Background: an optimization exercise with open tools, aiming at small area, a short achievable clock period and few clock cycles. Do not read the settings as production practice. Function was checked by simulation only, so behaviour that the tests miss may differ from the original. Power figures rest on the tool's default switching activity, not on a simulated workload.

// bch_encoder
module bch_encoder(rst, clk, msg, bch_dataout, done);
    input rst;
    input clk;
    input [190:0] msg;
    output reg [254:0] bch_dataout;
    output reg done;
    wire x191 = msg[121] ^ msg[147];
    wire x192 = msg[51] ^ msg[75];
    wire x193 = msg[30] ^ msg[33];
    wire x194 = msg[52] ^ msg[179];
    wire x195 = msg[80] ^ msg[122];
    wire x196 = msg[74] ^ msg[177];
    wire x197 = msg[73] ^ msg[176];
    wire x198 = msg[2] ^ msg[174];
    wire x199 = msg[63] ^ msg[98];
    wire x200 = msg[0] ^ msg[175];
    wire x201 = msg[107] ^ msg[136];
    wire x202 = msg[32] ^ msg[137];
    wire x203 = msg[22] ^ msg[44];
    wire x204 = msg[76] ^ msg[139];
    wire x205 = msg[78] ^ msg[84];
    wire x206 = msg[9] ^ msg[25];
    wire x207 = msg[10] ^ msg[26];
    wire x208 = msg[48] ^ msg[165];
    wire x209 = msg[178] ^ msg[190];
    wire x210 = msg[138] ^ msg[185];
    wire x211 = msg[5] ^ msg[85];
    wire x212 = msg[123] ^ msg[128];
    wire x213 = msg[1] ^ msg[135];
    wire x214 = msg[6] ^ msg[86];
    wire x215 = msg[8] ^ msg[166];
    wire x216 = msg[61] ^ msg[96];
    wire x217 = msg[7] ^ msg[88];
    wire x218 = msg[24] ^ msg[116];
    wire x219 = msg[62] ^ msg[97];
    wire x220 = msg[124] ^ msg[129];
    wire x221 = msg[11] ^ msg[115];
    wire x222 = msg[157] ^ msg[164];
    wire x223 = msg[27] ^ msg[172];
    wire x224 = msg[106] ^ msg[183];
    wire x225 = msg[53] ^ msg[146];
    wire x226 = msg[23] ^ msg[45];
    wire x227 = msg[4] ^ msg[156];
    wire x228 = msg[89] ^ msg[169];
    wire x229 = msg[108] ^ msg[114];
    wire x230 = msg[28] ^ msg[173];
    wire x231 = msg[134] ^ msg[184];
    wire x232 = msg[14] ^ msg[90];
    wire x233 = msg[13] ^ msg[110];
    wire x234 = msg[56] ^ msg[150];
    wire x235 = msg[127] ^ msg[186];
    wire x236 = msg[29] ^ msg[120];
    wire x237 = msg[111] ^ msg[119];
    wire x238 = msg[47] ^ msg[112];
    wire x239 = msg[125] ^ x191;
    wire x240 = msg[105] ^ msg[109];
    wire x241 = msg[31] ^ msg[91];
    wire x242 = msg[126] ^ msg[151];
    wire x243 = msg[153] ^ msg[188];
    wire x244 = msg[148] ^ msg[171];
    wire x245 = msg[55] ^ msg[79];
    wire x246 = msg[154] ^ msg[189];
    wire x247 = msg[66] ^ x199;
    wire x248 = msg[155] ^ x192;
  ...
export LEC_CHECK = 0
export CAP_MARGIN = 20
export CORE_MARGIN = 2
export CORE_UTILIZATION = 40
export SETUP_SLACK_MARGIN = 2.0
export SLEW_MARGIN = 20
create_clock -name core_clock -period 6.0 [get_ports {clk}]
standard.sh (not shown) runs the stock make flow with config.mk's settings and CLKGATE_MAP_FILE= SYNTH_SCRIPT=/design/flow/synth_recipe.tcl, a recipe that flattens the netlist after the stock synthesis.
==> flow/flow/run.sh <==
#!/bin/bash
# Standard ORFS layout with these changes:
#  - synthesis maps the XOR network cell for cell (flow/synth_xor.tcl and
#    flow/xormap.v, through a copy of ORFS's scripts whose synth.tcl calls
#    techmap in place of abc);
#  - the 3-input XOR/XNOR cells are added to the don't-use list;
#  - ports are buffered with buf_2 instead of the resizer's default pick.
# Each make run logs to its own file here; ORFS's own logs are under orfs/logs.
set -euo pipefail
here=$(pwd)
DU="sky130_fd_sc_hd__probe_p_8 sky130_fd_sc_hd__probec_p_8 sky130_fd_sc_hd__lpflow_bleeder_1 sky130_fd_sc_hd__lpflow_clkbufkapwr_1 sky130_fd_sc_hd__lpflow_clkbufkapwr_16 sky130_fd_sc_hd__lpflow_clkbufkapwr_2 sky130_fd_sc_hd__lpflow_clkbufkapwr_4 sky130_fd_sc_hd__lpflow_clkbufkapwr_8 sky130_fd_sc_hd__lpflow_clkinvkapwr_1 sky130_fd_sc_hd__lpflow_clkinvkapwr_16 sky130_fd_sc_hd__lpflow_clkinvkapwr_2 sky130_fd_sc_hd__lpflow_clkinvkapwr_4 sky130_fd_sc_hd__lpflow_clkinvkapwr_8 sky130_fd_sc_hd__lpflow_decapkapwr_12 sky130_fd_sc_hd__lpflow_decapkapwr_3 sky130_fd_sc_hd__lpflow_decapkapwr_4 sky130_fd_sc_hd__lpflow_decapkapwr_6 sky130_fd_sc_hd__lpflow_decapkapwr_8 sky130_fd_sc_hd__lpflow_inputiso0n_1 sky130_fd_sc_hd__lpflow_inputiso0p_1 sky130_fd_sc_hd__lpflow_inputiso1n_1 sky130_fd_sc_hd__lpflow_inputiso1p_1 sky130_fd_sc_hd__lpflow_inputisolatch_1 sky130_fd_sc_hd__lpflow_isobufsrc_1 sky130_fd_sc_hd__lpflow_isobufsrc_16 sky130_fd_sc_hd__lpflow_isobufsrc_2 sky130_fd_sc_hd__lpflow_isobufsrc_4 sky130_fd_sc_hd__lpflow_isobufsrc_8 sky130_fd_sc_hd__lpflow_isobufsrckapwr_16 sky130_fd_sc_hd__lpflow_lsbuf_lh_hl_isowell_tap_1 sky130_fd_sc_hd__lpflow_lsbuf_lh_hl_isowell_tap_2 sky130_fd_sc_hd__lpflow_lsbuf_lh_hl_isowell_tap_4 sky130_fd_sc_hd__lpflow_lsbuf_lh_isowell_4 sky130_fd_sc_hd__lpflow_lsbuf_lh_isowell_tap_1 sky130_fd_sc_hd__lpflow_lsbuf_lh_isowell_tap_2 sky130_fd_sc_hd__lpflow_lsbuf_lh_isowell_tap_4 sky130_fd_sc_hd__fill_1 sky130_fd_sc_hd__fill_2 sky130_fd_sc_hd__fill_4 sky130_fd_sc_hd__fill_8 "
DU="$DU sky130_fd_sc_hd__xor3_1 sky130_fd_sc_hd__xor3_2 sky130_fd_sc_hd__xor3_4"
DU="$DU sky130_fd_sc_hd__xnor3_1 sky130_fd_sc_hd__xnor3_2 sky130_fd_sc_hd__xnor3_4"
BP=sky130_fd_sc_hd__buf_2
rm -rf scripts_xor; cp -r "$FLOW_HOME/scripts" scripts_xor
sed -i 's|^  log_cmd abc {\*}$abc_args|  techmap -map '"$here"'/flow/xormap.v|' scripts_xor/synth.tcl
grep -q "flow/xormap.v" scripts_xor/synth.tcl
bash standard.sh "DONT_USE_CELLS=$DU" "BUFFER_PORTS_ARGS=-buffer_cell $BP" \
  "SCRIPTS_DIR=$here/scripts_xor" "SYNTH_SCRIPT=$here/flow/synth_xor.tcl" synth > make_synth.log 2>&1
bash standard.sh "DONT_USE_CELLS=$DU" "BUFFER_PORTS_ARGS=-buffer_cell $BP" finish > make_finish.log 2>&1
==> flow/flow/synth_xor.tcl <==
# synth_recipe.tcl with two changes: Yosys's synth skips its internal ABC pass
# (-noabc), and synth.tcl (a patched copy, see run.sh) maps the XOR network
# gate for gate with xormap.v instead of ABC, so the generated depth-7 XOR
# network reaches the layout as written.
proc synth {args} { yosys synth -nofsm -noshare -noabc {*}$args }
source $::env(SCRIPTS_DIR)/synth.tcl
# left out here: clear keep_hierarchy, flatten, clean up, hide names made inside functions, write 1_2_yosys.v
==> flow/flow/xormap.v <==
module \$_XOR_ (input A, input B, output Y);
  sky130_fd_sc_hd__xor2_1 _TECHMAP_REPLACE_ (.A(A), .B(B), .X(Y));
endmodule
module \$_XNOR_ (input A, input B, output Y);
  sky130_fd_sc_hd__xnor2_1 _TECHMAP_REPLACE_ (.A(A), .B(B), .Y(Y));
endmodule
module \$_NOT_ (input A, output Y);
  sky130_fd_sc_hd__inv_1 _TECHMAP_REPLACE_ (.A(A), .Y(Y));
endmodule
The starting point completed with no timing, DRC or antenna violations.
Testbench counts at the start, summed over its fixed seeds: cycles 480.
Next try:
--- a/flow/config.mk
+++ b/flow/config.mk
@@ -9,4 +9,4 @@
 export CORE_MARGIN = 2
 export CORE_UTILIZATION = 40
-export SETUP_SLACK_MARGIN = 2.0
+export SETUP_SLACK_MARGIN = 3.0
 export SLEW_MARGIN = 20
What happened:
- Now the flow aborted during 5_1_grt with GRT-0232
- synthesized cell count does not change
- area after synthesis does not change
Next try:
--- a/flow/config.mk
+++ b/flow/config.mk
@@ -8,5 +8,5 @@
 export CAP_MARGIN = 20
 export CORE_MARGIN = 2
-export CORE_UTILIZATION = 40
+export CORE_UTILIZATION = 30
 export SETUP_SLACK_MARGIN = 3.0
 export SLEW_MARGIN = 20
=>
- With this change the flow ran to the end with no violations
- area after synthesis does not change
- synthesized cell count is unchanged
Next try:
--- a/flow/config.mk
+++ b/flow/config.mk
@@ -8,5 +8,5 @@
 export CAP_MARGIN = 20
 export CORE_MARGIN = 2
-export CORE_UTILIZATION = 30
-export SETUP_SLACK_MARGIN = 3.0
+export CORE_UTILIZATION = 35
+export SETUP_SLACK_MARGIN = 2.5
 export SLEW_MARGIN = 20
After rerunning: Total power shrinks by 19%. Clock power grows by about 6%. Via count shrinks by 5.6%. Setup slack degrades by 0.53 ns.
Next try:
==> flow/flow/run.sh (replaced) <==
#!/bin/bash
# Standard ORFS layout, with two changes:
#  - the 3-input XOR/XNOR cells are added to the platform's don't-use list,
#    so the parity network maps to 2-input XOR/XNOR cells (smaller here);
#  - ports are buffered with buf_2 instead of the resizer's default pick.
set -euo pipefail
DU="sky130_fd_sc_hd__probe_p_8 sky130_fd_sc_hd__probec_p_8 sky130_fd_sc_hd__lpflow_bleeder_1 sky130_fd_sc_hd__lpflow_clkbufkapwr_1 sky130_fd_sc_hd__lpflow_clkbufkapwr_16 sky130_fd_sc_hd__lpflow_clkbufkapwr_2 sky130_fd_sc_hd__lpflow_clkbufkapwr_4 sky130_fd_sc_hd__lpflow_clkbufkapwr_8 sky130_fd_sc_hd__lpflow_clkinvkapwr_1 sky130_fd_sc_hd__lpflow_clkinvkapwr_16 sky130_fd_sc_hd__lpflow_clkinvkapwr_2 sky130_fd_sc_hd__lpflow_clkinvkapwr_4 sky130_fd_sc_hd__lpflow_clkinvkapwr_8 sky130_fd_sc_hd__lpflow_decapkapwr_12 sky130_fd_sc_hd__lpflow_decapkapwr_3 sky130_fd_sc_hd__lpflow_decapkapwr_4 sky130_fd_sc_hd__lpflow_decapkapwr_6 sky130_fd_sc_hd__lpflow_decapkapwr_8 sky130_fd_sc_hd__lpflow_inputiso0n_1 sky130_fd_sc_hd__lpflow_inputiso0p_1 sky130_fd_sc_hd__lpflow_inputiso1n_1 sky130_fd_sc_hd__lpflow_inputiso1p_1 sky130_fd_sc_hd__lpflow_inputisolatch_1 sky130_fd_sc_hd__lpflow_isobufsrc_1 sky130_fd_sc_hd__lpflow_isobufsrc_16 sky130_fd_sc_hd__lpflow_isobufsrc_2 sky130_fd_sc_hd__lpflow_isobufsrc_4 sky130_fd_sc_hd__lpflow_isobufsrc_8 sky130_fd_sc_hd__lpflow_isobufsrckapwr_16 sky130_fd_sc_hd__lpflow_lsbuf_lh_hl_isowell_tap_1 sky130_fd_sc_hd__lpflow_lsbuf_lh_hl_isowell_tap_2 sky130_fd_sc_hd__lpflow_lsbuf_lh_hl_isowell_tap_4 sky130_fd_sc_hd__lpflow_lsbuf_lh_isowell_4 sky130_fd_sc_hd__lpflow_lsbuf_lh_isowell_tap_1 sky130_fd_sc_hd__lpflow_lsbuf_lh_isowell_tap_2 sky130_fd_sc_hd__lpflow_lsbuf_lh_isowell_tap_4 sky130_fd_sc_hd__fill_1 sky130_fd_sc_hd__fill_2 sky130_fd_sc_hd__fill_4 sky130_fd_sc_hd__fill_8 "
DU="$DU sky130_fd_sc_hd__xor3_1 sky130_fd_sc_hd__xor3_2 sky130_fd_sc_hd__xor3_4"
DU="$DU sky130_fd_sc_hd__xnor3_1 sky130_fd_sc_hd__xnor3_2 sky130_fd_sc_hd__xnor3_4"
BP="${BP:-sky130_fd_sc_hd__buf_2}"
bash standard.sh "DONT_USE_CELLS=$DU" "BUFFER_PORTS_ARGS=-buffer_cell $BP" finish > make.log 2>&1
--- a/flow/config.mk
+++ b/flow/config.mk
@@ -8,5 +8,5 @@
 export CAP_MARGIN = 20
 export CORE_MARGIN = 2
-export CORE_UTILIZATION = 35
-export SETUP_SLACK_MARGIN = 2.5
+export CORE_UTILIZATION = 40
+export SETUP_SLACK_MARGIN = 1.5
 export SLEW_MARGIN = 20
removed: flow/flow/synth_xor.tcl
removed: flow/flow/xormap.v
After rerunning: Total power rises by roughly a tenth. Cell area is lower by a little under a tenth. Routed wire length is higher slightly. Via count is about the same. Hold slack is worse by 0.013 ns. Count of clock-buffer cells in the layout goes up by 4. Setup slack got worse by 1.1 ns. Sequential cell count does not change. Die area goes down by a few percent. Global-route usage went up by 2.7 points.

-- what the ideal ports hide --
How much do the figures lean on ideal ports? The routed layouts below were timed once more, with nothing changed but the port constraints.
Step 1: set_driving_cell puts a clkbuf_16 on clk and a buf_2 on each other input, an assumption about the parent block.
Step 2 moves the port delays by t, midway between the first and last clock arrival at a register: inputs arrive t later, outputs are due t later. That takes back most of the time a late clock gives input paths.
a / b / c = ideal ports / drivers / drivers and shift; a / b = the first two.
| run | t (ns) | slack for setup (ns) | hold slack, ns |
|---|---|---|---|
| the first run | 0.678 | 1.707 / 1.755 / 1.077 | 0.736 / 0.689 / 0.809 |
| the third run | 0.705 | 2.807 / 2.855 / 2.150 | 0.707 / 0.649 / 0.734 |
| the fourth run | 0.688 | 2.282 / 2.320 / 1.632 | 0.727 / 0.689 / 0.938 |
| the fifth run | 0.691 | 1.201 / 1.241 / 0.551 | 0.714 / 0.668 / 0.948 |
After both steps every run listed still meets setup and hold. For the third run, which loses most, drivers alone change the setup slack by +0.048 ns; drivers and shift together by -0.657 ns.
